What follows belongs to an exercise in optimizing a design on an open flow for small area and a short achievable clock period; a production flow would make more cautious choices.
No functional check of the RTL was part of any run shown here.

--- design/flow/flow/run.sh ---
#!/bin/bash
# Standard ORFS layout, with the port buffers made of buf_2 cells instead of the default choice.
set -euo pipefail
bash standard.sh "BUFFER_PORTS_ARGS=-buffer_cell sky130_fd_sc_hd__buf_2" finish > make_finish.log 2>&1
--- design/flow/design.v ---
`timescale 1ns / 1ps
module HalfAdder(
    input a,
    input b,
    output f,
    output carryOut
    );
    assign f = a ^ b;
    assign carryOut = a & b;
endmodule
`timescale 1ns / 1ps
module FullAdder(
    input a,
    input b,
    input carryIn,
    output sum,
    output carryOut
    );
    assign sum = a ^ b ^ carryIn;
    assign carryOut = (a & b) | (a & carryIn) | (b & carryIn);
endmodule
`timescale 1ns / 1ps
module MACRegister(
    input clk,
    input rst,
    input [1:0] opcode,
    input [15:0] a,
    input [15:0] b,
    output [31:0] dataOut
    );
    reg [31:0] register;
    assign dataOut = register;
    wire [31:0] rt = ~register;
    wire pp0_0 = ~(a[0] & b[0]), pp0_1 = ~(a[0] & b[1]), pp0_2 = ~(a[0] & b[2]), pp0_3 = ~(a[0] & b[3]), pp0_4 = ~(a[0] & b[4]), pp0_5 = ~(a[0] & b[5]), pp0_6 = ~(a[0] & b[6]), pp0_7 = ~(a[0] & b[7]), pp0_8 = ~(a[0] & b[8]), pp0_9 = ~(a[0] & b[9]), pp0_10 = ~(a[0] & b[10]), pp0_11 = ~(a[0] & b[11]), pp0_12 = ~(a[0] & b[12]), pp0_13 = ~(a[0] & b[13]), pp0_14 = ~(a[0] & b[14]), pp0_15 = ~(a[0] & b[15]);
    wire pp1_0 = ~(a[1] & b[0]), pp1_1 = ~(a[1] & b[1]), pp1_2 = ~(a[1] & b[2]), pp1_3 = ~(a[1] & b[3]), pp1_4 = ~(a[1] & b[4]), pp1_5 = ~(a[1] & b[5]), pp1_6 = ~(a[1] & b[6]), pp1_7 = ~(a[1] & b[7]), pp1_8 = ~(a[1] & b[8]), pp1_9 = ~(a[1] & b[9]), pp1_10 = ~(a[1] & b[10]), pp1_11 = ~(a[1] & b[11]), pp1_12 = ~(a[1] & b[12]), pp1_13 = ~(a[1] & b[13]), pp1_14 = ~(a[1] & b[14]), pp1_15 = ~(a[1] & b[15]);
    wire pp2_0 = ~(a[2] & b[0]), pp2_1 = ~(a[2] & b[1]), pp2_2 = ~(a[2] & b[2]), pp2_3 = ~(a[2] & b[3]), pp2_4 = ~(a[2] & b[4]), pp2_5 = ~(a[2] & b[5]), pp2_6 = ~(a[2] & b[6]), pp2_7 = ~(a[2] & b[7]), pp2_8 = ~(a[2] & b[8]), pp2_9 = ~(a[2] & b[9]), pp2_10 = ~(a[2] & b[10]), pp2_11 = ~(a[2] & b[11]), pp2_12 = ~(a[2] & b[12]), pp2_13 = ~(a[2] & b[13]), pp2_14 = ~(a[2] & b[14]), pp2_15 = ~(a[2] & b[15]);
    wire pp3_0 = ~(a[3] & b[0]), pp3_1 = ~(a[3] & b[1]), pp3_2 = ~(a[3] & b[2]), pp3_3 = ~(a[3] & b[3]), pp3_4 = ~(a[3] & b[4]), pp3_5 = ~(a[3] & b[5]), pp3_6 = ~(a[3] & b[6]), pp3_7 = ~(a[3] & b[7]), pp3_8 = ~(a[3] & b[8]), pp3_9 = ~(a[3] & b[9]), pp3_10 = ~(a[3] & b[10]), pp3_11 = ~(a[3] & b[11]), pp3_12 = ~(a[3] & b[12]), pp3_13 = ~(a[3] & b[13]), pp3_14 = ~(a[3] & b[14]), pp3_15 = ~(a[3] & b[15]);
    wire pp4_0 = ~(a[4] & b[0]), pp4_1 = ~(a[4] & b[1]), pp4_2 = ~(a[4] & b[2]), pp4_3 = ~(a[4] & b[3]), pp4_4 = ~(a[4] & b[4]), pp4_5 = ~(a[4] & b[5]), pp4_6 = ~(a[4] & b[6]), pp4_7 = ~(a[4] & b[7]), pp4_8 = ~(a[4] & b[8]), pp4_9 = ~(a[4] & b[9]), pp4_10 = ~(a[4] & b[10]), pp4_11 = ~(a[4] & b[11]), pp4_12 = ~(a[4] & b[12]), pp4_13 = ~(a[4] & b[13]), pp4_14 = ~(a[4] & b[14]), pp4_15 = ~(a[4] & b[15]);
    wire pp5_0 = ~(a[5] & b[0]), pp5_1 = ~(a[5] & b[1]), pp5_2 = ~(a[5] & b[2]), pp5_3 = ~(a[5] & b[3]), pp5_4 = ~(a[5] & b[4]), pp5_5 = ~(a[5] & b[5]), pp5_6 = ~(a[5] & b[6]), pp5_7 = ~(a[5] & b[7]), pp5_8 = ~(a[5] & b[8]), pp5_9 = ~(a[5] & b[9]), pp5_10 = ~(a[5] & b[10]), pp5_11 = ~(a[5] & b[11]), pp5_12 = ~(a[5] & b[12]), pp5_13 = ~(a[5] & b[13]), pp5_14 = ~(a[5] & b[14]), pp5_15 = ~(a[5] & b[15]);
    wire pp6_0 = ~(a[6] & b[0]), pp6_1 = ~(a[6] & b[1]), pp6_2 = ~(a[6] & b[2]), pp6_3 = ~(a[6] & b[3]), pp6_4 = ~(a[6] & b[4]), pp6_5 = ~(a[6] & b[5]), pp6_6 = ~(a[6] & b[6]), pp6_7 = ~(a[6] & b[7]), pp6_8 = ~(a[6] & b[8]), pp6_9 = ~(a[6] & b[9]), pp6_10 = ~(a[6] & b[10]), pp6_11 = ~(a[6] & b[11]), pp6_12 = ~(a[6] & b[12]), pp6_13 = ~(a[6] & b[13]), pp6_14 = ~(a[6] & b[14]), pp6_15 = ~(a[6] & b[15]);
    wire pp7_0 = ~(a[7] & b[0]), pp7_1 = ~(a[7] & b[1]), pp7_2 = ~(a[7] & b[2]), pp7_3 = ~(a[7] & b[3]), pp7_4 = ~(a[7] & b[4]), pp7_5 = ~(a[7] & b[5]), pp7_6 = ~(a[7] & b[6]), pp7_7 = ~(a[7] & b[7]), pp7_8 = ~(a[7] & b[8]), pp7_9 = ~(a[7] & b[9]), pp7_10 = ~(a[7] & b[10]), pp7_11 = ~(a[7] & b[11]), pp7_12 = ~(a[7] & b[12]), pp7_13 = ~(a[7] & b[13]), pp7_14 = ~(a[7] & b[14]), pp7_15 = ~(a[7] & b[15]);
    wire pp8_0 = ~(a[8] & b[0]), pp8_1 = ~(a[8] & b[1]), pp8_2 = ~(a[8] & b[2]), pp8_3 = ~(a[8] & b[3]), pp8_4 = ~(a[8] & b[4]), pp8_5 = ~(a[8] & b[5]), pp8_6 = ~(a[8] & b[6]), pp8_7 = ~(a[8] & b[7]), pp8_8 = ~(a[8] & b[8]), pp8_9 = ~(a[8] & b[9]), pp8_10 = ~(a[8] & b[10]), pp8_11 = ~(a[8] & b[11]), pp8_12 = ~(a[8] & b[12]), pp8_13 = ~(a[8] & b[13]), pp8_14 = ~(a[8] & b[14]), pp8_15 = ~(a[8] & b[15]);
    wire pp9_0 = ~(a[9] & b[0]), pp9_1 = ~(a[9] & b[1]), pp9_2 = ~(a[9] & b[2]), pp9_3 = ~(a[9] & b[3]), pp9_4 = ~(a[9] & b[4]), pp9_5 = ~(a[9] & b[5]), pp9_6 = ~(a[9] & b[6]), pp9_7 = ~(a[9] & b[7]), pp9_8 = ~(a[9] & b[8]), pp9_9 = ~(a[9] & b[9]), pp9_10 = ~(a[9] & b[10]), pp9_11 = ~(a[9] & b[11]), pp9_12 = ~(a[9] & b[12]), pp9_13 = ~(a[9] & b[13]), pp9_14 = ~(a[9] & b[14]), pp9_15 = ~(a[9] & b[15]);
    wire pp10_0 = ~(a[10] & b[0]), pp10_1 = ~(a[10] & b[1]), pp10_2 = ~(a[10] & b[2]), pp10_3 = ~(a[10] & b[3]), pp10_4 = ~(a[10] & b[4]), pp10_5 = ~(a[10] & b[5]), pp10_6 = ~(a[10] & b[6]), pp10_7 = ~(a[10] & b[7]), pp10_8 = ~(a[10] & b[8]), pp10_9 = ~(a[10] & b[9]), pp10_10 = ~(a[10] & b[10]), pp10_11 = ~(a[10] & b[11]), pp10_12 = ~(a[10] & b[12]), pp10_13 = ~(a[10] & b[13]), pp10_14 = ~(a[10] & b[14]), pp10_15 = ~(a[10] & b[15]);
    wire pp11_0 = ~(a[11] & b[0]), pp11_1 = ~(a[11] & b[1]), pp11_2 = ~(a[11] & b[2]), pp11_3 = ~(a[11] & b[3]), pp11_4 = ~(a[11] & b[4]), pp11_5 = ~(a[11] & b[5]), pp11_6 = ~(a[11] & b[6]), pp11_7 = ~(a[11] & b[7]), pp11_8 = ~(a[11] & b[8]), pp11_9 = ~(a[11] & b[9]), pp11_10 = ~(a[11] & b[10]), pp11_11 = ~(a[11] & b[11]), pp11_12 = ~(a[11] & b[12]), pp11_13 = ~(a[11] & b[13]), pp11_14 = ~(a[11] & b[14]), pp11_15 = ~(a[11] & b[15]);
    wire pp12_0 = ~(a[12] & b[0]), pp12_1 = ~(a[12] & b[1]), pp12_2 = ~(a[12] & b[2]), pp12_3 = ~(a[12] & b[3]), pp12_4 = ~(a[12] & b[4]), pp12_5 = ~(a[12] & b[5]), pp12_6 = ~(a[12] & b[6]), pp12_7 = ~(a[12] & b[7]), pp12_8 = ~(a[12] & b[8]), pp12_9 = ~(a[12] & b[9]), pp12_10 = ~(a[12] & b[10]), pp12_11 = ~(a[12] & b[11]), pp12_12 = ~(a[12] & b[12]), pp12_13 = ~(a[12] & b[13]), pp12_14 = ~(a[12] & b[14]), pp12_15 = ~(a[12] & b[15]);
    wire pp13_0 = ~(a[13] & b[0]), pp13_1 = ~(a[13] & b[1]), pp13_2 = ~(a[13] & b[2]), pp13_3 = ~(a[13] & b[3]), pp13_4 = ~(a[13] & b[4]), pp13_5 = ~(a[13] & b[5]), pp13_6 = ~(a[13] & b[6]), pp13_7 = ~(a[13] & b[7]), pp13_8 = ~(a[13] & b[8]), pp13_9 = ~(a[13] & b[9]), pp13_10 = ~(a[13] & b[10]), pp13_11 = ~(a[13] & b[11]), pp13_12 = ~(a[13] & b[12]), pp13_13 = ~(a[13] & b[13]), pp13_14 = ~(a[13] & b[14]), pp13_15 = ~(a[13] & b[15]);
    wire pp14_0 = ~(a[14] & b[0]), pp14_1 = ~(a[14] & b[1]), pp14_2 = ~(a[14] & b[2]), pp14_3 = ~(a[14] & b[3]), pp14_4 = ~(a[14] & b[4]), pp14_5 = ~(a[14] & b[5]), pp14_6 = ~(a[14] & b[6]), pp14_7 = ~(a[14] & b[7]), pp14_8 = ~(a[14] & b[8]), pp14_9 = ~(a[14] & b[9]), pp14_10 = ~(a[14] & b[10]), pp14_11 = ~(a[14] & b[11]), pp14_12 = ~(a[14] & b[12]), pp14_13 = ~(a[14] & b[13]), pp14_14 = ~(a[14] & b[14]), pp14_15 = ~(a[14] & b[15]);
    wire pp15_0 = ~(a[15] & b[0]), pp15_1 = ~(a[15] & b[1]), pp15_2 = ~(a[15] & b[2]), pp15_3 = ~(a[15] & b[3]), pp15_4 = ~(a[15] & b[4]), pp15_5 = ~(a[15] & b[5]), pp15_6 = ~(a[15] & b[6]), pp15_7 = ~(a[15] & b[7]), pp15_8 = ~(a[15] & b[8]), pp15_9 = ~(a[15] & b[9]), pp15_10 = ~(a[15] & b[10]), pp15_11 = ~(a[15] & b[11]), pp15_12 = ~(a[15] & b[12]), pp15_13 = ~(a[15] & b[13]), pp15_14 = ~(a[15] & b[14]), pp15_15 = ~(a[15] & b[15]);
    wire s1, c2, s3, c4, s5, c6, s7, c8, s9, c10, s11, c12, s13, c14, s15, c16;
    wire s17, c18, s19, c20, s21, c22, s23, c24, s25, c26, s27, c28, s29, c30, s31, c32;
    wire s33, c34, s35, c36, s37, c38, s39, c40, s41, c42, s43, c44, s45, c46, s47, c48;
    wire s49, c50, s51, c52, s53, c54, s55, c56, s57, c58, s59, c60, s61, c62, s63, c64;
    wire s65, c66, s67, c68, s69, c70, s71, c72, s73, c74, s75, c76, s77, c78, s79, c80;
    wire s81, c82, s83, c84, s85, c86, s87, c88, s89, c90, s91, c92, s93, c94, s95, c96;
    wire s97, c98, s99, c100, s101, c102, s103, c104, s105, c106, s107, c108, s109, c110, s111, c112;
    wire s113, c114, s115, c116, s117, c118, s119, c120, s121, c122, s123, c124, s125, c126, s127, c128;
    wire s129, c130, s131, c132, s133, c134, s135, c136, s137, c138, s139, c140, s141, c142, s143, c144;
    wire s145, c146, s147, c148, s149, c150, s151, c152, s153, c154, s155, c156, s157, c158, s159, c160;
    wire s161, c162, s163, c164, s165, c166, s167, c168, s169, c170, s171, c172, s173, c174, s175, c176;
    wire s177, c178, s179, c180, s181, c182, s183, c184, s185, c186, s187, c188, s189, c190, s191, c192;
    wire s193, c194, s195, c196, s197, c198, s199, c200, s201, c202, s203, c204, s205, c206, s207, c208;
    wire s209, c210, s211, c212, s213, c214, s215, c216, s217, c218, s219, c220, s221, c222, s223, c224;
    wire s225, c226, s227, c228, s229, c230, s231, c232, s233, c234, s235, c236, s237, c238, s239, c240;
    wire s241, c242, s243, c244, s245, c246, s247, c248, s249, c250, s251, c252, s253, c254, s255, c256;
    wire s257, c258, s259, c260, s261, c262, s263, c264, s265, c266, s267, c268, s269, c270, s271, c272;
    wire s273, c274, s275, c276, s277, c278, s279, c280, s281, c282, s283, c284, s285, c286, s287, c288;
    wire s289, c290, s291, c292, s293, c294, s295, c296, s297, c298, s299, c300, s301, c302, s303, c304;
    wire s305, c306, s307, c308, s309, c310, s311, c312, s313, c314, s315, c316, s317, c318, s319, c320;
    wire s321, c322, s323, c324, s325, c326, s327, c328, s329, c330, s331, c332, s333, c334, s335, c336;
    wire s337, c338, s339, c340, s341, c342, s343, c344, s345, c346, s347, c348, s349, c350, s351, c352;
    wire s353, c354, s355, c356, s357, c358, s359, c360, s361, c362, s363, c364, s365, c366, s367, c368;
    wire s369, c370, s371, c372, s373, c374, s375, c376, s377, c378, s379, c380, s381, c382, s383, c384;
    wire s385, c386, s387, c388, s389, c390, s391, c392, s393, c394, s395, c396, s397, c398, s399, c400;
    wire s401, c402, s403, c404, s405, c406, s407, c408, s409, c410, s411, c412, s413, c414, s415, c416;
    wire s417, c418, s419, c420, s421, c422, s423, c424, s425, c426, s427, c428, s429, c430, s431, c432;
    wire s433, c434, s435, c436, s437, c438, s439, c440, s441, c442, s443, c444, s445, c446, s447, c448;
    wire s449, c450, s451, c452, s453, c454, s455, c456, s457, c458, s459, c460, s461, c462, s463, c464;
    wire s465, c466, s467, c468, s469, c470, s471, c472, s473, c474, s475, c476, s477, c478, s479, c480;
    wire s481, c482, s483, c484, s485, c486, s487, c488, s489, c490, s491, c492;
    FullAdder fa0(rt[0], pp0_0, 1'b1, s1, c2);
    FullAdder fa1(rt[1], pp0_1, pp1_0, s3, c4);
    FullAdder fa2(c2, s3, 1'b1, s5, c6);
    FullAdder fa3(rt[2], pp0_2, pp1_1, s7, c8);
    FullAdder fa4(pp2_0, c4, s7, s9, c10);
    FullAdder fa5(c6, s9, 1'b1, s11, c12);
    FullAdder fa6(rt[3], pp0_3, pp1_2, s13, c14);
    FullAdder fa7(pp2_1, pp3_0, c8, s15, c16);
    FullAdder fa8(s13, c10, s15, s17, c18);
    FullAdder fa9(s17, c12, 1'b1, s19, c20);
    FullAdder fa10(rt[4], pp0_4, pp1_3, s21, c22);
    FullAdder fa11(pp2_2, pp3_1, pp4_0, s23, c24);
    FullAdder fa12(c14, s21, s23, s25, c26);
    FullAdder fa13(c16, s25, c18, s27, c28);
    FullAdder fa14(s27, c20, 1'b1, s29, c30);
    FullAdder fa15(rt[5], pp0_5, pp1_4, s31, c32);
    FullAdder fa16(pp2_3, pp3_2, pp4_1, s33, c34);
    FullAdder fa17(pp5_0, c22, c24, s35, c36);
    FullAdder fa18(s31, s33, c26, s37, c38);
    FullAdder fa19(s35, s37, c28, s39, c40);
    FullAdder fa20(s39, c30, 1'b1, s41, c42);
    FullAdder fa21(rt[6], pp0_6, pp1_5, s43, c44);
    FullAdder fa22(pp2_4, pp3_3, pp4_2, s45, c46);
    FullAdder fa23(pp5_1, pp6_0, c32, s47, c48);
    FullAdder fa24(c34, s43, s45, s49, c50);
    FullAdder fa25(c36, s47, s49, s51, c52);
    FullAdder fa26(c38, s51, c40, s53, c54);
    FullAdder fa27(rt[7], pp0_7, pp1_6, s55, c56);
    FullAdder fa28(pp2_5, pp3_4, pp4_3, s57, c58);
    FullAdder fa29(pp5_2, pp6_1, pp7_0, s59, c60);
    FullAdder fa30(c44, c46, s55, s61, c62);
    FullAdder fa31(s57, s59, c48, s63, c64);
    FullAdder fa32(c50, s61, s63, s65, c66);
    FullAdder fa33(c52, s65, 1'b1, s67, c68);
    FullAdder fa34(rt[8], pp0_8, pp1_7, s69, c70);
    FullAdder fa35(pp2_6, pp3_5, pp4_4, s71, c72);
    FullAdder fa36(pp5_3, pp6_2, pp7_1, s73, c74);
    FullAdder fa37(pp8_0, c56, c58, s75, c76);
    FullAdder fa38(c60, s69, s71, s77, c78);
    FullAdder fa39(s73, c62, s75, s79, c80);
    FullAdder fa40(s77, c64, s79, s81, c82);
    FullAdder fa41(c66, s81, 1'b1, s83, c84);
    FullAdder fa42(rt[9], pp0_9, pp1_8, s85, c86);
    FullAdder fa43(pp2_7, pp3_6, pp4_5, s87, c88);
    FullAdder fa44(pp5_4, pp6_3, pp7_2, s89, c90);
    FullAdder fa45(pp8_1, pp9_0, c70, s91, c92);
    FullAdder fa46(c72, c74, s85, s93, c94);
    FullAdder fa47(s87, s89, c76, s95, c96);
    FullAdder fa48(s91, c78, s93, s97, c98);
    FullAdder fa49(s95, c80, s97, s99, c100);
    FullAdder fa50(c82, s99, 1'b1, s101, c102);
    FullAdder fa51(rt[10], pp0_10, pp10_0, s103, c104);
    FullAdder fa52(pp1_9, pp2_8, pp3_7, s105, c106);
    FullAdder fa53(pp4_6, pp5_5, pp6_4, s107, c108);
    FullAdder fa54(pp7_3, pp8_2, pp9_1, s109, c110);
    FullAdder fa55(c86, c88, c90, s111, c112);
    FullAdder fa56(s103, s105, s107, s113, c114);
    FullAdder fa57(s109, c92, c94, s115, c116);
    FullAdder fa58(s111, s113, c96, s117, c118);
    FullAdder fa59(c98, s115, s117, s119, c120);
    FullAdder fa60(c100, s119, 1'b1, s121, c122);
    FullAdder fa61(rt[11], pp0_11, pp10_1, s123, c124);
    FullAdder fa62(pp11_0, pp1_10, pp2_9, s125, c126);
    FullAdder fa63(pp3_8, pp4_7, pp5_6, s127, c128);
    FullAdder fa64(pp6_5, pp7_4, pp8_3, s129, c130);
    FullAdder fa65(pp9_2, c104, c106, s131, c132);
    FullAdder fa66(c108, c110, s123, s133, c134);
    FullAdder fa67(s125, s127, s129, s135, c136);
    FullAdder fa68(c112, s131, c114, s137, c138);
    FullAdder fa69(s133, s135, c116, s139, c140);
    FullAdder fa70(s137, c118, s139, s141, c142);
    FullAdder fa71(c120, s141, 1'b1, s143, c144);
    FullAdder fa72(rt[12], pp0_12, pp10_2, s145, c146);
    FullAdder fa73(pp11_1, pp12_0, pp1_11, s147, c148);
    FullAdder fa74(pp2_10, pp3_9, pp4_8, s149, c150);
    FullAdder fa75(pp5_7, pp6_6, pp7_5, s151, c152);
    FullAdder fa76(pp8_4, pp9_3, c124, s153, c154);
    FullAdder fa77(c126, c128, c130, s155, c156);
    FullAdder fa78(s145, s147, s149, s157, c158);
    FullAdder fa79(s151, c132, s153, s159, c160);
    FullAdder fa80(c134, c136, s155, s161, c162);
    FullAdder fa81(s157, s159, c138, s163, c164);
    FullAdder fa82(s161, c140, s163, s165, c166);
    FullAdder fa83(c142, s165, 1'b1, s167, c168);
    FullAdder fa84(rt[13], pp0_13, pp10_3, s169, c170);
    FullAdder fa85(pp11_2, pp12_1, pp13_0, s171, c172);
    FullAdder fa86(pp1_12, pp2_11, pp3_10, s173, c174);
    FullAdder fa87(pp4_9, pp5_8, pp6_7, s175, c176);
    FullAdder fa88(pp7_6, pp8_5, pp9_4, s177, c178);
    FullAdder fa89(c146, c148, c150, s179, c180);
    FullAdder fa90(c152, s169, s171, s181, c182);
    FullAdder fa91(s173, s175, s177, s183, c184);
    FullAdder fa92(c154, c156, c158, s185, c186);
    FullAdder fa93(s179, s181, s183, s187, c188);
    FullAdder fa94(c160, c162, s185, s189, c190);
    FullAdder fa95(s187, c164, s189, s191, c192);
    FullAdder fa96(c166, s191, 1'b1, s193, c194);
    FullAdder fa97(rt[14], pp0_14, pp10_4, s195, c196);
    FullAdder fa98(pp11_3, pp12_2, pp13_1, s197, c198);
    FullAdder fa99(pp14_0, pp1_13, pp2_12, s199, c200);
    FullAdder fa100(pp3_11, pp4_10, pp5_9, s201, c202);
    FullAdder fa101(pp6_8, pp7_7, pp8_6, s203, c204);
    FullAdder fa102(pp9_5, c170, c172, s205, c206);
    FullAdder fa103(c174, c176, c178, s207, c208);
    FullAdder fa104(s195, s197, s199, s209, c210);
    FullAdder fa105(s201, s203, c180, s211, c212);
    FullAdder fa106(s205, c182, c184, s213, c214);
    FullAdder fa107(s207, s209, s211, s215, c216);
    FullAdder fa108(c186, c188, s213, s217, c218);
    FullAdder fa109(s215, c190, s217, s219, c220);
    FullAdder fa110(c192, s219, 1'b1, s221, c222);
    FullAdder fa111(rt[15], pp0_15, pp10_5, s223, c224);
    FullAdder fa112(pp11_4, pp12_3, pp13_2, s225, c226);
    FullAdder fa113(pp14_1, pp15_0, pp1_14, s227, c228);
    FullAdder fa114(pp2_13, pp3_12, pp4_11, s229, c230);
    FullAdder fa115(pp5_10, pp6_9, pp7_8, s231, c232);
    FullAdder fa116(pp8_7, pp9_6, c196, s233, c234);
    FullAdder fa117(c198, c200, c202, s235, c236);
    FullAdder fa118(c204, s223, s225, s237, c238);
    FullAdder fa119(s227, s229, s231, s239, c240);
    FullAdder fa120(c206, s233, c208, s241, c242);
    FullAdder fa121(c210, s235, s237, s243, c244);
    FullAdder fa122(s239, c212, c214, s245, c246);
    FullAdder fa123(s241, s243, c216, s247, c248);
    FullAdder fa124(c218, s245, s247, s249, c250);
    FullAdder fa125(c220, s249, 1'b1, s251, c252);
    FullAdder fa126(rt[16], pp10_6, pp11_5, s253, c254);
    FullAdder fa127(pp12_4, pp13_3, pp14_2, s255, c256);
    FullAdder fa128(pp15_1, pp1_15, pp2_14, s257, c258);
    FullAdder fa129(pp3_13, pp4_12, pp5_11, s259, c260);
    FullAdder fa130(pp6_10, pp7_9, pp8_8, s261, c262);
    FullAdder fa131(pp9_7, c224, c226, s263, c264);
    FullAdder fa132(c228, c230, c232, s265, c266);
    FullAdder fa133(s253, s255, s257, s267, c268);
    FullAdder fa134(s259, s261, c234, s269, c270);
    FullAdder fa135(s263, c236, c238, s271, c272);
    FullAdder fa136(c240, s265, s267, s273, c274);
    FullAdder fa137(s269, c242, c244, s275, c276);
    FullAdder fa138(s271, s273, c246, s277, c278);
    FullAdder fa139(s275, c248, s277, s279, c280);
    FullAdder fa140(c250, s279, 1'b1, s281, c282);
    FullAdder fa141(rt[17], pp10_7, pp11_6, s283, c284);
    FullAdder fa142(pp12_5, pp13_4, pp14_3, s285, c286);
    FullAdder fa143(pp15_2, pp2_15, pp3_14, s287, c288);
    FullAdder fa144(pp4_13, pp5_12, pp6_11, s289, c290);
    FullAdder fa145(pp7_10, pp8_9, pp9_8, s291, c292);
    FullAdder fa146(c254, c256, c258, s293, c294);
    FullAdder fa147(c260, c262, s283, s295, c296);
    FullAdder fa148(s285, s287, s289, s297, c298);
    FullAdder fa149(s291, c264, c266, s299, c300);
    FullAdder fa150(c268, s293, s295, s301, c302);
    FullAdder fa151(s297, c270, c272, s303, c304);
    FullAdder fa152(s299, c274, s301, s305, c306);
    FullAdder fa153(c276, s303, s305, s307, c308);
    FullAdder fa154(c278, s307, c280, s309, c310);
    FullAdder fa155(rt[18], pp10_8, pp11_7, s311, c312);
    FullAdder fa156(pp12_6, pp13_5, pp14_4, s313, c314);
    FullAdder fa157(pp15_3, pp3_15, pp4_14, s315, c316);
    FullAdder fa158(pp5_13, pp6_12, pp7_11, s317, c318);
    FullAdder fa159(pp8_10, pp9_9, c284, s319, c320);
    FullAdder fa160(c286, c288, c290, s321, c322);
    FullAdder fa161(c292, s311, s313, s323, c324);
    FullAdder fa162(s315, s317, s319, s325, c326);
    FullAdder fa163(c294, c296, c298, s327, c328);
    FullAdder fa164(s321, s323, c300, s329, c330);
    FullAdder fa165(s325, c302, s327, s331, c332);
    FullAdder fa166(c304, s329, c306, s333, c334);
    FullAdder fa167(s331, c308, s333, s335, c336);
    FullAdder fa168(rt[19], pp10_9, pp11_8, s337, c338);
    FullAdder fa169(pp12_7, pp13_6, pp14_5, s339, c340);
    FullAdder fa170(pp15_4, pp4_15, pp5_14, s341, c342);
    FullAdder fa171(pp6_13, pp7_12, pp8_11, s343, c344);
    FullAdder fa172(pp9_10, c312, c314, s345, c346);
    FullAdder fa173(c316, c318, s337, s347, c348);
    FullAdder fa174(s339, s341, s343, s349, c350);
    FullAdder fa175(c320, s345, c322, s351, c352);
    FullAdder fa176(c324, s347, s349, s353, c354);
    FullAdder fa177(c326, c328, s351, s355, c356);
    FullAdder fa178(s353, c330, c332, s357, c358);
    FullAdder fa179(s355, c334, s357, s359, c360);
    FullAdder fa180(rt[20], pp10_10, pp11_9, s361, c362);
    FullAdder fa181(pp12_8, pp13_7, pp14_6, s363, c364);
    FullAdder fa182(pp15_5, pp5_15, pp6_14, s365, c366);
    FullAdder fa183(pp7_13, pp8_12, pp9_11, s367, c368);
    FullAdder fa184(c338, c340, c342, s369, c370);
    FullAdder fa185(c344, s361, s363, s371, c372);
    FullAdder fa186(s365, s367, c346, s373, c374);
    FullAdder fa187(c348, s369, c350, s375, c376);
    FullAdder fa188(s371, s373, c352, s377, c378);
    FullAdder fa189(c354, s375, c356, s379, c380);
    FullAdder fa190(s377, c358, s379, s381, c382);
    FullAdder fa191(rt[21], pp10_11, pp11_10, s383, c384);
    FullAdder fa192(pp12_9, pp13_8, pp14_7, s385, c386);
    FullAdder fa193(pp15_6, pp6_15, pp7_14, s387, c388);
    FullAdder fa194(pp8_13, pp9_12, c362, s389, c390);
    FullAdder fa195(c364, c366, c368, s391, c392);
    FullAdder fa196(s383, s385, s387, s393, c394);
    FullAdder fa197(s389, c370, c372, s395, c396);
    FullAdder fa198(s391, s393, c374, s397, c398);
    FullAdder fa199(s395, c376, s397, s399, c400);
    FullAdder fa200(c378, s399, c380, s401, c402);
    FullAdder fa201(rt[22], pp10_12, pp11_11, s403, c404);
    FullAdder fa202(pp12_10, pp13_9, pp14_8, s405, c406);
    FullAdder fa203(pp15_7, pp7_15, pp8_14, s407, c408);
    FullAdder fa204(pp9_13, c384, c386, s409, c410);
    FullAdder fa205(c388, s403, s405, s411, c412);
    FullAdder fa206(s407, c390, s409, s413, c414);
    FullAdder fa207(c392, c394, s411, s415, c416);
    FullAdder fa208(c396, s413, s415, s417, c418);
    FullAdder fa209(c398, s417, c400, s419, c420);
    FullAdder fa210(rt[23], pp10_13, pp11_12, s421, c422);
    FullAdder fa211(pp12_11, pp13_10, pp14_9, s423, c424);
    FullAdder fa212(pp15_8, pp8_15, pp9_14, s425, c426);
    FullAdder fa213(c404, c406, c408, s427, c428);
    FullAdder fa214(s421, s423, s425, s429, c430);
    FullAdder fa215(c410, c412, s427, s431, c432);
    FullAdder fa216(s429, c414, c416, s433, c434);
    FullAdder fa217(s431, c418, s433, s435, c436);
    FullAdder fa218(rt[24], pp10_14, pp11_13, s437, c438);
    FullAdder fa219(pp12_12, pp13_11, pp14_10, s439, c440);
    FullAdder fa220(pp15_9, pp9_15, c422, s441, c442);
    FullAdder fa221(c424, c426, s437, s443, c444);
    FullAdder fa222(s439, s441, c428, s445, c446);
    FullAdder fa223(c430, s443, c432, s447, c448);
    FullAdder fa224(s445, c434, s447, s449, c450);
    FullAdder fa225(rt[25], pp10_15, pp11_14, s451, c452);
    FullAdder fa226(pp12_13, pp13_12, pp14_11, s453, c454);
    FullAdder fa227(pp15_10, c438, c440, s455, c456);
    FullAdder fa228(s451, s453, c442, s457, c458);
    FullAdder fa229(s455, c444, s457, s459, c460);
    FullAdder fa230(c446, s459, c448, s461, c462);
    FullAdder fa231(rt[26], pp11_15, pp12_14, s463, c464);
    FullAdder fa232(pp13_13, pp14_12, pp15_11, s465, c466);
    FullAdder fa233(c452, c454, s463, s467, c468);
    FullAdder fa234(s465, c456, s467, s469, c470);
    FullAdder fa235(c458, s469, c460, s471, c472);
    FullAdder fa236(rt[27], pp12_15, pp13_14, s473, c474);
    FullAdder fa237(pp14_13, pp15_12, c464, s475, c476);
    FullAdder fa238(c466, s473, s475, s477, c478);
    FullAdder fa239(c468, c470, s477, s479, c480);
    FullAdder fa240(rt[28], pp13_15, pp14_14, s481, c482);
    FullAdder fa241(pp15_13, c474, s481, s483, c484);
    FullAdder fa242(c476, s483, c478, s485, c486);
    FullAdder fa243(rt[29], pp14_15, pp15_14, s487, c488);
    FullAdder fa244(c482, s487, c484, s489, c490);
    FullAdder fa245(rt[30], pp15_15, c488, s491, c492);
    wire [31:0] x = {rt[31], s491, s489, s485, s479, s471, s461, c436, s435, s419, s401, c360, c336, s335, s309, c252, c222, c194, c168, c144, c122, c102, c84, c68, s67, s53, s41, s29, s19, s11, s5, s1};
    wire [31:0] y = {c492, c490, c486, c480, c472, c462, c450, s449, c420, c402, c382, s381, s359, c310, c282, s281, s251, s221, s193, s167, s143, s121, s101, s83, c54, c42, 1'b1, 1'b1, 1'b1, 1'b1, 1'b1, 1'b1};
    wire [31:0] st;
    assign st[5:0] = x[5:0];
    wire [31:6] g = x[31:6] & y[31:6];
    wire [31:6] p = x[31:6] ^ y[31:6];
    wire gc = g[6] | p[6];   
    wire G493 = g[7] | (p[7] & gc);
    wire G494 = g[9] | (p[9] & g[8]);
    wire P495 = p[9] & p[8];
    wire G496 = g[11] | (p[11] & g[10]);
    wire P497 = p[11] & p[10];
    wire G498 = g[13] | (p[13] & g[12]);
    wire P499 = p[13] & p[12];
    wire G500 = g[15] | (p[15] & g[14]);
    wire P501 = p[15] & p[14];
    wire G502 = g[17] | (p[17] & g[16]);
    wire P503 = p[17] & p[16];
    wire G504 = g[19] | (p[19] & g[18]);
    wire P505 = p[19] & p[18];
    wire G506 = g[21] | (p[21] & g[20]);
    wire P507 = p[21] & p[20];
    wire G508 = g[23] | (p[23] & g[22]);
    wire P509 = p[23] & p[22];
    wire G510 = g[25] | (p[25] & g[24]);
    wire P511 = p[25] & p[24];
    wire G512 = g[27] | (p[27] & g[26]);
    wire P513 = p[27] & p[26];
    wire G514 = g[29] | (p[29] & g[28]);
    wire P515 = p[29] & p[28];
    wire G516 = g[31] | (p[31] & g[30]);
    wire P517 = p[31] & p[30];
    wire G518 = G494 | (P495 & G493);
    wire G519 = G498 | (P499 & G496);
    wire P520 = P499 & P497;
    wire G521 = G502 | (P503 & G500);
    wire P522 = P503 & P501;
    wire G523 = G506 | (P507 & G504);
    wire P524 = P507 & P505;
    wire G525 = G510 | (P511 & G508);
    wire P526 = P511 & P509;
    wire G527 = G514 | (P515 & G512);
    wire P528 = P515 & P513;
    wire G529 = G519 | (P520 & G518);
    wire G530 = G523 | (P524 & G521);
    wire P531 = P524 & P522;
    wire G532 = G527 | (P528 & G525);
    wire P533 = P528 & P526;
    wire G534 = G530 | (P531 & G529);
    wire G535 = G532 | (P533 & G534);
    wire G536 = G521 | (P522 & G529);
    wire G537 = G525 | (P526 & G534);
    wire G538 = G496 | (P497 & G518);
    wire G539 = G500 | (P501 & G529);
    wire G540 = G504 | (P505 & G536);
    wire G541 = G508 | (P509 & G534);
    wire G542 = G512 | (P513 & G537);
    wire G543 = G516 | (P517 & G535);
    wire G544 = g[8] | (p[8] & G493);
    wire G545 = g[10] | (p[10] & G518);
    wire G546 = g[12] | (p[12] & G538);
    wire G547 = g[14] | (p[14] & G529);
    wire G548 = g[16] | (p[16] & G539);
    wire G549 = g[18] | (p[18] & G536);
    wire G550 = g[20] | (p[20] & G540);
    wire G551 = g[22] | (p[22] & G534);
    wire G552 = g[24] | (p[24] & G541);
    wire G553 = g[26] | (p[26] & G537);
    wire G554 = g[28] | (p[28] & G542);
    wire G555 = g[30] | (p[30] & G535);
    assign st[6] = p[6] ^ 1'b1;
    assign st[7] = p[7] ^ gc;
    assign st[8] = p[8] ^ G493;
    assign st[9] = p[9] ^ G544;
    assign st[10] = p[10] ^ G518;
    assign st[11] = p[11] ^ G545;
    assign st[12] = p[12] ^ G538;
    assign st[13] = p[13] ^ G546;
    assign st[14] = p[14] ^ G529;
    assign st[15] = p[15] ^ G547;
    assign st[16] = p[16] ^ G539;
    assign st[17] = p[17] ^ G548;
    assign st[18] = p[18] ^ G536;
    assign st[19] = p[19] ^ G549;
    assign st[20] = p[20] ^ G540;
    assign st[21] = p[21] ^ G550;
    assign st[22] = p[22] ^ G534;
    assign st[23] = p[23] ^ G551;
    assign st[24] = p[24] ^ G541;
    assign st[25] = p[25] ^ G552;
    assign st[26] = p[26] ^ G537;
    assign st[27] = p[27] ^ G553;
    assign st[28] = p[28] ^ G542;
    assign st[29] = p[29] ^ G554;
    assign st[30] = p[30] ^ G535;
    assign st[31] = p[31] ^ G555;
    always @ (posedge clk) begin
        if (rst)
            register <= 32'd0;
        else case (opcode)
            2'd1:  
                register <= {a, b};
            2'd2:  
                register <= ~st;
        endcase
    end
endmodule
--- design/flow/constraint.sdc ---
create_clock -name core_clock -period 19.0 [get_ports {clk}]
set_input_delay 3.8000 -clock core_clock [delete_from_list [all_inputs] [get_ports {clk}]]
set_output_delay 3.8000 -clock core_clock [all_outputs]
set_load 0.01 [all_outputs]
--- design/flow/config.mk ---
export PLATFORM = sky130hd
export DESIGN_NAME = MACRegister
export DESIGN_NICKNAME = MACRegister
export VERILOG_FILES = /design/flow/design.v
export SDC_FILE = /design/flow/constraint.sdc
export NUM_CORES = 4
export LEC_CHECK = 0
export CAP_MARGIN = 20
export CORE_MARGIN = 2
export CORE_UTILIZATION = 40
export SETUP_SLACK_MARGIN = 1.0
export SLEW_MARGIN = 20
export SYNTH_HIERARCHICAL = 1
export SYNTH_MINIMUM_KEEP_SIZE = 0
--- design/flow/standard.sh ---
#!/bin/bash
# synth_recipe.tcl (not shown) runs the flow's synth.tcl, then flattens the netlist and writes it again
# the make line also repeats each setting of config.mk as NAME=value (left out here)
make -C /OpenROAD-flow-scripts/flow DESIGN_CONFIG=/design/flow/config.mk WORK_HOME=/design/flow/orfs CLKGATE_MAP_FILE= SYNTH_SCRIPT=/design/flow/synth_recipe.tcl "${@:-finish}"
==> impl_metrics.yaml, run 1 <==
clocking:
  cts.repair.resized: 0
  clock_path_buffers: 2
  root_buffer: "clkbuf_16"
  numCtsBuffers: 5
  post_cts_buffers: 0
  ctsHoldBuffers: 0
  cts_max_level: 2
  cts.sinks: 32
  clk_latency_ns: 0.31
  cts_tree: "done"
  clkTransAtPathRegs_ns: 0.06
setup_path:
  crit_family: "adder cells"
  cp.depth: 21
  worst-path-buf-inv: 2
  crit_top_cell: "fa_1"
  max_stage_delay_ns: 0.92
  end_kind: "register"
  worstReg2RegEnd: "register[24]$_SDFFE_PP0P_"
  crit_type: "input port to register"
  crit_required_ns: 19.21
  crit_path_start: "a[0]"
  r2r_start: "register[2]$_SDFFE_PP0P_"
  slowest_stage: "o31ai_1"
  worstPathArrival_ns: 10.14
  rrSetupSlack_ns: 12.60
  crit_path_end: "register[24]$_SDFFE_PP0P_"
  cp-start-kind: "input port"
  cp_max_fo: 17
  rr_worst_depth: 20
  cp_cell_sequence: "buf_2 > nand2_1 > fa_1 > fa_1 > fa_1 > fa_1 > fa_1 > fa_1 > inv_1 > ha_1 > fa_1 > nand2b_1 > a21oi_2 > o2111ai_1 > o31ai_1 > nand3_1 > nand2_1 > fa_1 > mux2i_1 > nor2_1 > a211oi_1"
logic_synthesis:
  synth-seq-area-share_pct: 7.36
  ys_top_cells_by_area: "fa_1 (60%), nand2_1 (11%), dfxtp_1 (7.4%), a211oi_1 (3.9%), ha_1 (3.5%)"
  synth-seq-cells: 32
  synth_cells: 882
  synth_warnings: 7
  yosysUniqueCellTypes: 32
  syn_avg_cell_area_um2: 9.87
  synth_edf_count: 0
  synthArstFlopShare_pct: 0
  yosysTopAreaCell: "fa_1"
  netlist.area_leader.share_pct: 59.6
  netlist_area_um2: 8700
  ys.flop_type: "dfxtp_1"
hold_path:
  holdCritPathClass: "register to register"
finish:
  n_fill_cell: 2090
  reg_top3: "register: 32 flops"
  largest_reg_flops: 32
  layout.nets: 1212
  top_register: "register"
  layout_common_cells: "nand2_1 (264), fa_1 (259), buf_2 (67)"
  area_growth_syn_to_layout_pct: 6.86
  drive_above_1_share_pct: 9.06
  layout_commonest_cell: "nand2_1"
  n_antenna_cell: 0
timing:
  period_share_pct: 52.3
  period_needed_ns: 9.94
  timing.clock.skew_ns: 0.0193
  drv_slew: 0
  finalSetupViolations: 0
  max_slew.worst_pin.slew_ns: 1.08
  fmax_ghz: 0.101
  fin_tns_setup_ns: 0
  maxSlewHeadroom_pct: 27.4
  hold_viol: 0
  rsz0062_at_grt: "false"
drt:
  wl_per_cell_um: 20.8
  wl_mm: 24.3
  drc_errors: 0
  drtAntennaViolNets: 0
  vias: 6364
  drt_pass1_iterations: 5
  vias_per_cell: 5.44
  drt_iter0_drc: 364
die:
  core_um2: 21200
  fp.dieH_um: 152
  die_w_um: 152
  die_area_um2: 23000
  num_io_pins: 68
  fp-row-count: 53
  start_util_pct: 41.0
global_routing:
  grt_remaining_overflow: 0
  grtUsageTotal_pct: 22.8
  grt_max_degree: 65
  grt_pass1_vias: 6855
  grt_first_pass_wirelength_mm: 38.8
  antenna_found_initial: 0
placed_design:
  gp_congestion: 0.813
  detailed_place_hpwl_mm: 18.2
  portBuffers: 67
status:
  outcome: "timing/DRC/antenna clean"
run:
  cap_viol_max_count: 0
[modules after synthesis, one instance, submodules excluded]
module       times used  cells
MACRegister           1    636
FullAdder           246      1
[final cells by class]
| class | instances | area (um^2) | share of cell area (%) |
|---|---|---|---|
| Clock buffer | 6 | 139 | 1.49 |
| Clock inverter | 2 | 10.0 | 0.108 |
| Inverter | 63 | 236 | 2.54 |
| Multi-Input combinational cell | 722 | 7580 | 81.5 |
| Sequential cell | 32 | 641 | 6.89 |
| Tap cell | 275 | 344 | 3.70 |
| Timing Repair Buffer | 69 | 350 | 3.77 |
[layer usage]
| metal | share of wire [%] | wire, um | track usage, % |
|---|---|---|---|
| met3 | 6.6 | 1600 | 2.75 |
| met5 | 0 | 0 | 0 |
| met4 | 1.8 | 446 | 5.74 |
| met1 | 41 | 9920 | 31.0 |
| met2 | 51 | 12300 | 39.0 |
[metrics by stage]
| stage | hold slack [ns] | instance area (um^2) | util, % | instances | setup WS (ns) |
|---|---|---|---|---|---|
| floorplan | 0.529 | 8760 | - | 897 | 9.29 |
| global placement | 0.500 | 9150 | 43.1 | 1161 | 8.86 |
| detailed placement | 0.521 | 9150 | 43.1 | 1161 | 8.79 |
| CTS | 0.529 | 9300 | 43.8 | 1169 | 9.09 |
| global route | 0.541 | 9300 | 43.8 | 1169 | 8.80 |
| finish | 0.524 | 9300 | 43.8 | 1169 | 9.06 |
[worst min-delay path: cells and delay by family, from the launching register on]
kind	cells	cell delay, ns
compound gates	1	0.07
buf+inv	1	0.09
flops	1	0.31
[cells in the mapped netlist, types with 2 or more instances]
| library cell | count |
|---|---|
| a21o_1 | 2 |
| buf_1 | 8 |
| fa_1 | 259 |
| nor2_1 | 30 |
| o211ai_1 | 2 |
| ha_1 | 24 |
| o21a_1 | 3 |
| nand2_1 | 264 |
| buf_2 | 4 |
| nor2b_1 | 14 |
| nand4b_1 | 2 |
| inv_1 | 63 |
| xnor2_1 | 11 |
| nand3_1 | 3 |
| a21oi_1 | 19 |
| o21ai_0 | 4 |
| a211oi_1 | 45 |
| nand2b_1 | 3 |
| clkbuf_1 | 68 |
| mux2i_1 | 11 |
| dfxtp_1 | 32 |
[cell families after synthesis]
family,Yosys count,share of synthesized area (%)
compound gates,78,6.10
other cells,1,0.0431
mux,11,1.27
simple gates,322,14.8
flops,32,7.36
xor+xnor,12,1.21
buf+inv,143,6.22
fa+ha+maj,283,63.0
[worst min path at each step]
stage / start / endpoint / slack, ns / cells after the start
after floorplan: register[12]$_SDFFE_PP0P_ / register[12]$_SDFFE_PP0P_ / 0.53 / 2
after global placement: register[11]$_SDFFE_PP0P_ / register[11]$_SDFFE_PP0P_ / 0.50 / 2
after detailed placement: register[28]$_SDFFE_PP0P_ / register[28]$_SDFFE_PP0P_ / 0.52 / 2
after CTS: register[28]$_SDFFE_PP0P_ / register[28]$_SDFFE_PP0P_ / 0.53 / 2
after global routing: register[24]$_SDFFE_PP0P_ / register[24]$_SDFFE_PP0P_ / 0.54 / 2
final: register[24]$_SDFFE_PP0P_ / register[24]$_SDFFE_PP0P_ / 0.52 / 2
==> inputs of run 2 (changes only) <==
==> design/flow/flow/run.sh (replaced) <==
#!/bin/bash
# Standard ORFS layout, with the port buffers made of buf_4 cells instead of the default choice.
set -euo pipefail
bash standard.sh "BUFFER_PORTS_ARGS=-buffer_cell sky130_fd_sc_hd__buf_4" finish > make_finish.log 2>&1
==> impl_metrics.yaml, run 2 <==
timing:
  fmax_ghz: 0.102
  fin_tns_setup_ns: 0
  finalSetupViolations: 0
  maxSlewHeadroom_pct: 32.5
  hold_viol: 0
  timing.clock.skew_ns: 0.0200
  drv_slew: 0
  max_slew.worst_pin.slew_ns: 1.00
  period_share_pct: 51.4
  rsz0062_at_grt: "false"
  setup_slack_ns: 9.23
  period_needed_ns: 9.77
setup_path:
  crit_required_ns: 19.22
  r2r_start: "register[2]$_SDFFE_PP0P_"
  rrSetupSlack_ns: 12.61
  crit_type: "input port to register"
  worstPathArrival_ns: 9.99
  crit_top_cell: "fa_1"
  max_stage_delay_ns: 0.85
  end_kind: "register"
  cp_cell_sequence: "buf_4 > nand2_1 > fa_1 > fa_1 > fa_1 > fa_1 > fa_1 > fa_1 > inv_1 > ha_1 > fa_1 > nand2b_1 > a21oi_2 > o2111ai_1 > o31ai_1 > nand3_1 > nand2_1 > fa_1 > mux2i_1 > nor2_1 > a211oi_1"
  cp-start-kind: "input port"
  crit_path_start: "a[0]"
  cp_max_fo: 17
  slowest_stage: "o31ai_1"
clocking:
  clock_path_buffers: 2
  cts.sinks: 32
  clkTransAtPathRegs_ns: 0.06
  root_buffer: "clkbuf_16"
  cts.repair.resized: 0
  ctsHoldBuffers: 0
  post_cts_buffers: 0
  cts_tree: "done"
  clk_latency_ns: 0.31
  numCtsBuffers: 5
  cts_max_level: 2
logic_synthesis:
  netlist_area_um2: 8700
  synth_warnings: 7
  synth_edf_count: 0
  ys.flop_type: "dfxtp_1"
  syn_avg_cell_area_um2: 9.87
  yosysUniqueCellTypes: 32
  synth_cells: 882
  synth-seq-cells: 32
  yosysTopAreaCell: "fa_1"
  synth_common_cells: "nand2_1 (264), fa_1 (259), clkbuf_1 (68)"
  synthArstFlopShare_pct: 0
  synth-seq-area-share_pct: 7.36
  ys_top_cells_by_area: "fa_1 (60%), nand2_1 (11%), dfxtp_1 (7.4%), a211oi_1 (3.9%), ha_1 (3.5%)"
  synth.most_common_cell: "nand2_1"
  netlist.area_leader.share_pct: 59.6
placed_design:
  gp_congestion: 0.833
  place_ws_ns: 8.89
  placed_cells: 1161
  portBuffers: 67
  detailed_place_hpwl_mm: 18.4
run:
  cap_viol_max_count: 0
global_routing:
  antenna_found_initial: 0
  grt_max_degree: 65
  grt_remaining_overflow: 0
  grt_pass1_vias: 7218
  grt_first_pass_wirelength_mm: 39.9
  grtUsageTotal_pct: 23.5
finish:
  n_antenna_cell: 0
  regArea_um2: 641
  largest_reg_flops: 32
  reg_top3: "register: 32 flops"
  layout_common_cells: "nand2_1 (264), fa_1 (259), buf_4 (69)"
  area_growth_syn_to_layout_pct: 9.17
  multi_input_area_um2: 7580
  top_register: "register"
  instances_no_fill: 1169
  layout_commonest_cell: "nand2_1"
  layout.nets: 1212
  drive_above_1_share_pct: 9.06
  n_fill_cell: 2087
status:
  outcome: "timing/DRC/antenna clean"
drt:
  drc_errors: 0
  wl_per_cell_um: 21.2
  drt_pass1_iterations: 5
  vias: 6339
  drt_iter0_drc: 413
  wl_mm: 24.8
  vias_per_cell: 5.42
  drtAntennaViolNets: 0
die:
  die_w_um: 152
  fp-row-count: 53
  fp.dieH_um: 152
  start_util_pct: 41.0
  die_area_um2: 23000
  core_um2: 21200
  num_io_pins: 68
hold_path:
  hp-start: "register[30]$_SDFFE_PP0P_"
  holdCritPathClass: "register to register"
## run 2: critical path: cells and delay by family
kind | cells | cell delay (ns)
fa+ha+maj | 9 | 3.64
compound gates | 4 | 1.47
mux | 1 | 0.14
simple gates | 5 | 0.66
buf+inv | 2 | 0.26
## run 2: cells by family (layout without fill, tap and decap cells)
kind of cell / count (synthesis) / in the layout / share of synthesized area (%)
AND/OR/NAND/NOR: 322 / 322 / 14.8
adder cells (fa/ha/maj): 283 / 283 / 63.0
buffers and inverters: 143 / 140 / 6.22
AO/OA/AOI/OAI: 78 / 78 / 6.10
flip-flops: 32 / 32 / 7.36
XOR/XNOR: 12 / 12 / 1.21
multiplexers: 11 / 11 / 1.27
other: 1 / 16 / 0.0431
## run 2: area by class of cell
| type | instances | share of cell area, % |
|---|---|---|
| Inverter | 63 | 2.49 |
| Multi-Input combinational cell | 722 | 79.8 |
| Timing Repair Buffer | 69 | 5.45 |
| Sequential cell | 32 | 6.74 |
| Tap cell | 275 | 3.62 |
| Clock buffer | 7 | 1.61 |
| Clock inverter | 1 | 0.316 |
## run 2: metrics by stage
stage          hold slack (ns)  utilization, %  cell area [um^2]
6_report                 0.526            44.8              9500
5_1_grt                  0.561            44.8              9500
4_1_cts                  0.532            44.8              9500
3_5_place_dp             0.522            43.9              9320
3_3_place_gp             0.504            43.9              9320
2_1_floorplan            0.529               -              8760
## run 2: modules after synthesis (local to each module, per instance)
| module | cells inside | flip-flops and latches | area [um^2] | times used |
|---|---|---|---|---|
| MACRegister | 636 | 32 | 3780 | 1 |
| FullAdder | 1 | 0 | 20.0 | 246 |
## run 2: routing by layer
layer,track usage (%),wire [um]
met1,30.8,9790
met2,39.1,12400
met3,4.13,1630
met4,9.44,945
met5,0,0
## run 2: path summary, 6_finish.rpt
path	endpoint	cells after the start
setup / recovery	register[24]$_SDFFE_PP0P_	21
hold / removal	register[30]$_SDFFE_PP0P_	2
setup reg to reg	register[24]$_SDFFE_PP0P_	20
hold reg to reg	register[30]$_SDFFE_PP0P_	2
==> inputs of run 3 (changes only) <==
==> design/flow/flow/run.sh (replaced) <==
#!/bin/bash
# Standard ORFS layout, with the port buffers made of buf_1 cells instead of the default choice.
set -euo pipefail
bash standard.sh "BUFFER_PORTS_ARGS=-buffer_cell sky130_fd_sc_hd__buf_1" finish > make_finish.log 2>&1
==> impl_metrics.yaml, run 3 <==
status:
  outcome: "timing/DRC/antenna clean"
die:
  fp-row-count: 53
  die_w_um: 152
  fp.dieH_um: 152
  start_util_pct: 41.0
  die_area_um2: 23000
  core_um2: 21200
  num_io_pins: 68
placed_design:
  place_ws_ns: 8.36
  gp_congestion: 0.848
  portBuffers: 67
  detailed_place_hpwl_mm: 18.1
  place_area_um2: 9210
  placed_cells: 1180
clocking:
  numCtsBuffers: 5
  cts_tree: "done"
  clock_path_buffers: 2
  post_cts_buffers: 0
  root_buffer: "clkbuf_16"
  ctsHoldBuffers: 0
  clkTransAtPathRegs_ns: 0.06
  cts_max_level: 2
  cts.repair.resized: 0
  clk_latency_ns: 0.30
  cts.sinks: 32
finish:
  layout_common_cells: "nand2_1 (264), fa_1 (259), buf_1 (66)"
  reg_top3: "register: 32 flops"
  area_growth_syn_to_layout_pct: 7.55
  top_register: "register"
  drive_above_1_share_pct: 3.72
  instances_no_fill: 1188
  layout.nets: 1231
  n_fill_cell: 2093
  multi_input_area_um2: 7580
  regArea_um2: 641
  n_antenna_cell: 0
  layout_commonest_cell: "nand2_1"
  final_cell_area_um2: 9360
  post-route-util_pct: 44.1
  largest_reg_flops: 32
timing:
  fin_tns_setup_ns: 0
  hold_viol: 0
  whs_ns: 0.528
  period_needed_ns: 10.39
  timing.clock.skew_ns: 0.0164
  fmax_ghz: 0.0962
  drv_slew: 0
  setup_slack_ns: 8.61
  max_slew.worst_pin.slew_ns: 1.17
  finalSetupViolations: 0
  maxSlewHeadroom_pct: 22.1
  rsz0062_at_grt: "false"
  period_share_pct: 54.7
logic_synthesis:
  synth_edf_count: 0
  synth_common_cells: "nand2_1 (264), fa_1 (259), clkbuf_1 (68)"
  synthArstFlopShare_pct: 0
  netlist_area_um2: 8700
  ys_top_cells_by_area: "fa_1 (60%), nand2_1 (11%), dfxtp_1 (7.4%), a211oi_1 (3.9%), ha_1 (3.5%)"
  synth_warnings: 7
  yosysUniqueCellTypes: 32
  yosysTopAreaCell: "fa_1"
  syn_avg_cell_area_um2: 9.87
  netlist.area_leader.share_pct: 59.6
  ys.flop_type: "dfxtp_1"
  synth.most_common_cell: "nand2_1"
  synth-seq-area-share_pct: 7.36
  synth-seq-cells: 32
  synth_cells: 882
drt:
  wl_per_cell_um: 20.9
  drtAntennaViolNets: 0
  vias_per_cell: 5.42
  wl_mm: 24.9
  vias: 6443
  drt_pass1_iterations: 5
  drt_iter0_drc: 493
  drc_errors: 0
setup_path:
  end_kind: "register"
  cp_max_fo: 17
  crit_required_ns: 19.14
  crit_type: "input port to register"
  r2r_start: "register[2]$_SDFFE_PP0P_"
  crit_path_start: "a[1]"
  worstPathArrival_ns: 10.53
  cp-start-kind: "input port"
global_routing:
  grt_max_degree: 65
  grt_pass1_vias: 6816
  grtUsageTotal_pct: 22.8
  grt_first_pass_wirelength_mm: 38.9
  grt_remaining_overflow: 0
  antenna_found_initial: 0
run:
  cap_viol_max_count: 0
hold_path:
  holdCritPathClass: "register to register"
  hp-start: "register[28]$_SDFFE_PP0P_"
## run 3: cell counts after synthesis
Identical to the previous run, type by type.
## run 3: cell families (layout without fill, tap and decap cells)
kind of cell               Yosys count  in the layout  share of synthesized area, %
buffers and inverters              143            159                          6.22
adders and majority gates          283            283                          63.0
xor gates and xnor gates            12             12                          1.21
other                                1             16                        0.0431
and+or+nand+nor                    322            322                          14.8
muxes                               11             11                          1.27
DFF                                 32             32                          7.36
AOI/OAI and AO/OA                   78             78                          6.10
## run 3: final cells by class
type	instances	share of cell area, %
tap	275	3.68
inverter	63	2.53
multi-input combinational	722	81.0
timing repair buffer	88	4.38
sequential	32	6.84
clock inverter	2	0.107
clock buffer	6	1.48
## run 3: per-layer routing
layer	global-route usage, %	part of all wire [%]	vias up
met5	0	0	-
met4	5.88	2.4	0
met3	3.29	6.9	43
met2	38.5	50	273
met1	31.0	41	3388
li1	-	-	2739
## run 3: path summary, 6_finish.rpt
check	cells after the start	slack [ns]	endpoint
hold / removal	2	0.53	register[28]$_SDFFE_PP0P_
setup / recovery	24	8.61	register[31]$_SDFFE_PP0P_
hold reg to reg	2	0.53	register[28]$_SDFFE_PP0P_
setup reg to reg	23	12.59	register[31]$_SDFFE_PP0P_
## run 3: worst max-delay path, stage by stage
cell and delay, ns:
buf_1 0.72, nand2_1 0.17, fa_1 0.46, fa_1 0.44, fa_1 0.45, fa_1 0.40
fa_1 0.40, fa_1 0.49, inv_1 0.04, ha_1 0.18, fa_1 0.39, nand2b_1 0.21
a21oi_2 0.22, o2111ai_1 0.24, or4_1 0.61, nand4b_1 0.14, o211ai_1 0.12, fa_1 0.39
xor2_1 0.20, nor2_1 0.06, mux2i_1 0.13, nor2_1 0.05, a21oi_1 0.14, nor2_1 0.05
## run 3: modules after synthesis (local to each module, per instance)
module	cell area (um^2)	times used	flops+latches
FullAdder	20.0	246	0
MACRegister	3780	1	32

[separate check: timing with driven ports]
How much do the figures lean on ideal ports? The routed layouts below were timed once more, with nothing changed but the port constraints.
Step 1 assumes that a clkbuf_16 drives the clock port and a buf_2 every other input.
Step 2, shift: input delay + t, output delay - t, t = (earliest + latest rising clock arrival at the registers) / 2. This alone moves slack from input paths to output paths.
Slacks: ideal ports / drivers / drivers and shift; pairs: ideal ports / drivers.
run | t (ns) | slack for setup (ns) | worst setup path at the end | slew at the worst register clock pin (ns)
run 1 | 0.337 | 9.064 / 9.076 / 8.740 | input to register | 0.08 / 0.08
run 2 | 0.342 | 9.227 / 9.242 / 8.900 | input to register | 0.08 / 0.08
run 3 | 0.335 | 8.610 / 8.617 / 8.283 | input to register | 0.07 / 0.07
After both steps setup and hold are still met in every run listed.
